This design comes from an exercise in tuning for small area and a short achievable clock period on the open sky130 flow, not from production work. Only simulation tests tie the RTL to the original design; equivalence was not proved. Power and IR drop assume default switching activity.

Design ALU, start of the top module:
module ALU #(parameter Data_Width = 8) (
	input wire [Data_Width-1:0]     A, B,
	input wire [3:0]                ALU_FUN,
	input wire                      CLK, RST,
	input wire                      Enable,
	output reg [(2*Data_Width)-1:0] alu_out,
	output reg                      out_valid
);
Size in the first run: about 430 cells after synthesis, ~4000 µm² of cells after synthesis.
Settings: LEC_CHECK=0, CAP_MARGIN=20, CORE_MARGIN=2, CORE_UTILIZATION=40, SLEW_MARGIN=20, SYNTH_HIERARCHICAL=1, SYNTH_MINIMUM_KEEP_SIZE=0; clock period 110.0 ns.
standard.sh (not shown) runs the stock make flow with config.mk's settings and CLKGATE_MAP_FILE= SYNTH_SCRIPT=/design/flow/synth_recipe.tcl, a recipe that flattens the netlist after the stock synthesis.
==> flow/flow/run.sh <==
#!/bin/bash
# Standard ORFS layout with two changes:
#  - after synthesis, every logic cell is swapped to the smallest cell of its family
#    (flow/downsize.tcl); registers keep the cells synthesis gave them
#  - the smallest buffer (buf_1) on every input and output port
set -euo pipefail
bash standard.sh synth > standard_synth.log 2>&1
export RESULTS=$(pwd)/orfs/results/${FLOW_PLATFORM}/ALU/base
KEEP_FANOUT=6 openroad -no_init -exit flow/downsize.tcl > downsize.log 2>&1
bash standard.sh BUFFER_PORTS_ARGS="-buffer_cell sky130_fd_sc_hd__buf_1" finish > standard_finish.log 2>&1
==> flow/flow/downsize.tcl <==
# Swap every non-register cell of the synthesized netlist to the smallest cell of its family
# (same function and pins, lowest drive strength), except cells driving KEEP_FANOUT or
# more loads. Timing has a wide margin at this clock
# period; the resizer's repair_design later fixes any slew or capacitance violation.
read_db $::env(RESULTS)/1_synth.odb
set db [ord::get_db]
set fam [dict create]
foreach lib [$db getLibs] {
  foreach m [$lib getMasters] {
    set n [$m getName]
    if {![regexp {^(sky130_fd_sc_hd__[a-z0-9]+)_([0-9]+)$} $n -> base sz]} { continue }
    if {[string match *lpflow* $n] || [string match *probe* $n]} { continue }
    set a [expr {[$m getWidth] * [$m getHeight]}]
    if {![dict exists $fam $base]} {
      dict set fam $base [list $m $a $sz]
    } else {
      lassign [dict get $fam $base] bm ba bsz
      if {$a < $ba || ($a == $ba && $sz > $bsz)} { dict set fam $base [list $m $a $sz] }
    }
  }
}
set swapped 0
foreach inst [[ord::get_db_block] getInsts] {
  set m [$inst getMaster]
  set n [$m getName]
  if {[$m isSequential]} { continue }
  if {![regexp {^(sky130_fd_sc_hd__[a-z0-9]+)_([0-9]+)$} $n -> base sz]} { continue }
  if {![dict exists $fam $base]} { continue }
  # keep the drive strength synthesis chose for cells driving many loads
  set fo 0
  foreach it [$inst getITerms] {
    if {[$it isOutputSignal] && [$it getNet] ne "NULL"} {
      set fo [expr {max($fo, [llength [[$it getNet] getITerms]] - 1)}]
    }
  }
  if {$fo >= $::env(KEEP_FANOUT)} { continue }
  set best [lindex [dict get $fam $base] 0]
  if {[$best getName] ne $n} {
    if {[$inst swapMaster $best]} { incr swapped }
  }
}
puts "downsize: swapped $swapped instances"
write_db $::env(RESULTS)/1_synth.odb
The baseline produced a clean layout.
Edit:
--- a/flow/flow/run.sh
+++ b/flow/flow/run.sh
@@ -8,3 +8,3 @@
 export RESULTS=$(pwd)/orfs/results/${FLOW_PLATFORM}/ALU/base
-KEEP_FANOUT=6 openroad -no_init -exit flow/downsize.tcl > downsize.log 2>&1
+openroad -no_init -exit flow/downsize.tcl > downsize.log 2>&1
 bash standard.sh BUFFER_PORTS_ARGS="-buffer_cell sky130_fd_sc_hd__buf_1" finish > standard_finish.log 2>&1
--- a/flow/flow/downsize.tcl
+++ b/flow/flow/downsize.tcl
@@ -1,4 +1,3 @@
 # Swap every non-register cell of the synthesized netlist to the smallest cell of its family
-# (same function and pins, lowest drive strength), except cells driving KEEP_FANOUT or
-# more loads. Timing has a wide margin at this clock
+# (same function and pins, lowest drive strength). Timing has a wide margin at this clock
 # period; the resizer's repair_design later fixes any slew or capacitance violation.
@@ -28,10 +27,2 @@
   if {![dict exists $fam $base]} { continue }
-  # keep the drive strength synthesis chose for cells driving many loads
-  set fo 0
-  foreach it [$inst getITerms] {
-    if {[$it isOutputSignal] && [$it getNet] ne "NULL"} {
-      set fo [expr {max($fo, [llength [[$it getNet] getITerms]] - 1)}]
-    }
-  }
-  if {$fo >= $::env(KEEP_FANOUT)} { continue }
   set best [lindex [dict get $fam $base] 0]
=> The new run went through all stages and came out clean. Total power is about the same. Via count rose by 0.89%. Wire length fell by 2.0%. Setup slack gets worse by 1.1 ns.
Edit:
==> flow/flow/run.sh (replaced) <==
#!/bin/bash
# Standard ORFS layout with three changes:
#  - after synthesis, every logic cell driving fewer than 6 loads is swapped to the smallest
#    cell of its family (flow/downsize.tcl); registers keep the cells synthesis gave them
#  - the smallest buffer (buf_1) on every input and output port
#  - after placement, repair_timing (gate sizing only) with a setup margin from
#    flow/margin.txt speeds up the slowest paths again (flow/repair.tcl)
set -euo pipefail
export RESULTS=$(pwd)/orfs/results/${FLOW_PLATFORM}/ALU/base
export MARGIN=$(cat flow/margin.txt)
bash standard.sh synth > standard_synth.log 2>&1
KEEP_FANOUT=6 openroad -no_init -exit flow/downsize.tcl > downsize.log 2>&1
bash standard.sh BUFFER_PORTS_ARGS="-buffer_cell sky130_fd_sc_hd__buf_1" place > standard_place.log 2>&1
openroad -no_init -exit flow/repair.tcl > repair.log 2>&1
bash standard.sh BUFFER_PORTS_ARGS="-buffer_cell sky130_fd_sc_hd__buf_1" finish > standard_finish.log 2>&1
--- a/flow/flow/downsize.tcl
+++ b/flow/flow/downsize.tcl
@@ -1,3 +1,4 @@
 # Swap every non-register cell of the synthesized netlist to the smallest cell of its family
-# (same function and pins, lowest drive strength). Timing has a wide margin at this clock
+# (same function and pins, lowest drive strength), except cells driving KEEP_FANOUT or
+# more loads. Timing has a wide margin at this clock
 # period; the resizer's repair_design later fixes any slew or capacitance violation.
@@ -27,2 +28,10 @@
   if {![dict exists $fam $base]} { continue }
+  # keep the drive strength synthesis chose for cells driving many loads
+  set fo 0
+  foreach it [$inst getITerms] {
+    if {[$it isOutputSignal] && [$it getNet] ne "NULL"} {
+      set fo [expr {max($fo, [llength [[$it getNet] getITerms]] - 1)}]
+    }
+  }
+  if {$fo >= $::env(KEEP_FANOUT)} { continue }
   set best [lindex [dict get $fam $base] 0]
==> flow/flow/margin.txt (new file) <==
77
==> flow/flow/repair.tcl (new file) <==
# Tighten the slowest paths: resize/buffer until every path has MARGIN ns of setup slack
# (or no move helps), at the design's own clock and constraints.
read_liberty $::env(FLOW_HOME)/platforms/sky130hd/lib/sky130_fd_sc_hd__tt_025C_1v80.lib
read_db $::env(RESULTS)/3_place.odb
read_sdc $::env(RESULTS)/3_place.sdc
source $::env(FLOW_HOME)/platforms/sky130hd/setRC.tcl
estimate_parasitics -placement
report_wns
report_design_area
repair_timing -setup -setup_margin $::env(MARGIN) -skip_last_gasp -sequence sizeup,swap
report_wns
report_design_area
detailed_place
check_placement
write_db $::env(RESULTS)/3_place.odb
=> Power goes up by about 0.5%. Sequential power is about the same. Die area climbs by about 2%. Utilization rose by 0.45 points. Design area is higher by about 2%. Sequential cell count is unchanged.
Edit:
==> flow/flow/run.sh (replaced) <==
#!/bin/bash
# Standard ORFS layout with three changes:
#  - after synthesis, every logic cell is swapped to the smallest cell of its family
#    (flow/downsize.tcl); registers keep the cells synthesis gave them
#  - the smallest buffer (buf_1) on every input and output port
#  - after placement, repair_timing with a setup margin (flow/repair.tcl) speeds up the
#    slowest paths again
set -euo pipefail
export RESULTS=$(pwd)/orfs/results/${FLOW_PLATFORM}/ALU/base
export MARGIN=$(cat flow/margin.txt)
bash standard.sh synth > standard_synth.log 2>&1
openroad -no_init -exit flow/downsize.tcl > downsize.log 2>&1
bash standard.sh BUFFER_PORTS_ARGS="-buffer_cell sky130_fd_sc_hd__buf_1" place > standard_place.log 2>&1
openroad -no_init -exit flow/repair.tcl > repair.log 2>&1
bash standard.sh BUFFER_PORTS_ARGS="-buffer_cell sky130_fd_sc_hd__buf_1" finish > standard_finish.log 2>&1
--- a/flow/flow/downsize.tcl
+++ b/flow/flow/downsize.tcl
@@ -1,4 +1,3 @@
 # Swap every non-register cell of the synthesized netlist to the smallest cell of its family
-# (same function and pins, lowest drive strength), except cells driving KEEP_FANOUT or
-# more loads. Timing has a wide margin at this clock
+# (same function and pins, lowest drive strength). Timing has a wide margin at this clock
 # period; the resizer's repair_design later fixes any slew or capacitance violation.
@@ -28,10 +27,2 @@
   if {![dict exists $fam $base]} { continue }
-  # keep the drive strength synthesis chose for cells driving many loads
-  set fo 0
-  foreach it [$inst getITerms] {
-    if {[$it isOutputSignal] && [$it getNet] ne "NULL"} {
-      set fo [expr {max($fo, [llength [[$it getNet] getITerms]] - 1)}]
-    }
-  }
-  if {$fo >= $::env(KEEP_FANOUT)} { continue }
   set best [lindex [dict get $fam $base] 0]
- CORE_UTILIZATION: 40 -> 55
- CTS_BUF_LIST: unset -> sky130_fd_sc_hd__clkbuf_4
Total power decreases by a few percent. Sequential power hardly moves. Die area decreases by a quarter to a third. Synthesized cell count is unchanged. Routed wire length drops by a few percent. Cell area fell slightly. Combinational power goes down by a few percent. First-iteration DRC count fell by roughly a tenth. Via count decreases slightly. Worst setup slack is worse by 0.12 ns.


main:
Another version of the RTL of ALU (not shown whole).
Size in the first run: roughly 510 cells after synthesis, ~17 flip-flops, about 4600 sq um of cells after synthesis.
clock: 110.0 ns
lec_check: 0
cap_margin: 20
core_margin: 2
core_utilization: 40
slew_margin: 20
run.sh (not shown) runs the stock make flow with config.mk's settings and CLKGATE_MAP_FILE= SYNTH_SCRIPT=/design/flow/synth_recipe.tcl, a recipe that flattens the netlist after the stock synthesis.
Stock flow here: none of the scripts above is used.
What the feature branch does differently from main at the input level:
==> flow/flow/run.sh (new file) <==
#!/bin/bash
# Standard ORFS layout, but with the smallest buffer on every input and output port.
set -euo pipefail
bash standard.sh BUFFER_PORTS_ARGS="-buffer_cell sky130_fd_sc_hd__buf_1" finish > standard_make.log 2>&1
==> flow/standard.sh (new file) <==
#!/bin/bash
# synth_recipe.tcl (not shown) runs the flow's synth.tcl, then flattens the netlist and writes it again
# the make line also repeats each setting of config.mk as NAME=value (left out here)
make -C /OpenROAD-flow-scripts/flow DESIGN_CONFIG=/design/flow/config.mk WORK_HOME=/design/flow/orfs CLKGATE_MAP_FILE= SYNTH_SCRIPT=/design/flow/synth_recipe.tcl "${@:-finish}"
removed: flow/run.sh
--- outcome ---
The setup slack of the feature branch is larger than that of main.
Of main and the feature branch, the higher final cycle utilization of the critical path belongs to main.
On fmax: the feature branch sits above main.
Measured against each other, main and the feature branch differ in growth of design area from synthesis to finish, the higher figure coming from main.

port drivers added, routing unchanged:
The results above use ideal ports. As a check the final layouts listed here were re-extracted and re-timed, cells and wires unchanged. Step 1 (the two cells are an assumption about what drives the block):
set clk [get_ports {CLK}]
set_driving_cell -lib_cell sky130_fd_sc_hd__clkbuf_16 $clk
set_driving_cell -lib_cell sky130_fd_sc_hd__buf_2 [delete_from_list [all_inputs] $clk]
Step 2 also shifts input and output timing later by t, the mid clock arrival at the registers, as if the neighbouring blocks saw the same clock. Slacks: ideal ports / drivers / drivers and shift; pairs: ideal ports / drivers.
| run | shift t [ns] | slack for setup (ns) | worst hold slack (ns) | slew at the worst register clock pin (ns) | worst slew at a driven data input, ns |
|---|---|---|---|---|---|
| the first run of note 1 | 0.278 | 76.472 / 76.478 / 76.200 | 21.666 / 21.664 / 21.942 | 0.08 / 0.08 | 0.04 |
| the second run of note 1 | 0.282 | 75.399 / 75.406 / 75.124 | 21.666 / 21.667 / 21.949 | 0.08 / 0.08 | 0.03 |
| the third run of note 1 | 0.279 | 77.302 / 77.309 / 77.030 | 21.665 / 21.663 / 21.942 | 0.08 / 0.08 | 0.04 |
| the fourth run of note 1 | 0.330 | 77.178 / 77.184 / 76.855 | 21.516 / 21.514 / 21.844 | 0.12 / 0.12 | 0.03 |
| main | 0.286 | 74.062 / 74.073 / 73.787 | 22.182 / 22.177 / 22.463 | 0.05 / 0.05 | 0.04 |
| the feature branch | 0.276 | 74.507 / 74.516 / 74.240 | 21.851 / 21.849 / 22.125 | 0.05 / 0.05 | 0.04 |
After both steps setup and hold are still met in every run listed. The setup slack of the fourth run of note 1, which loses most, moves by +0.006 ns with the drivers and by -0.323 ns with both steps.
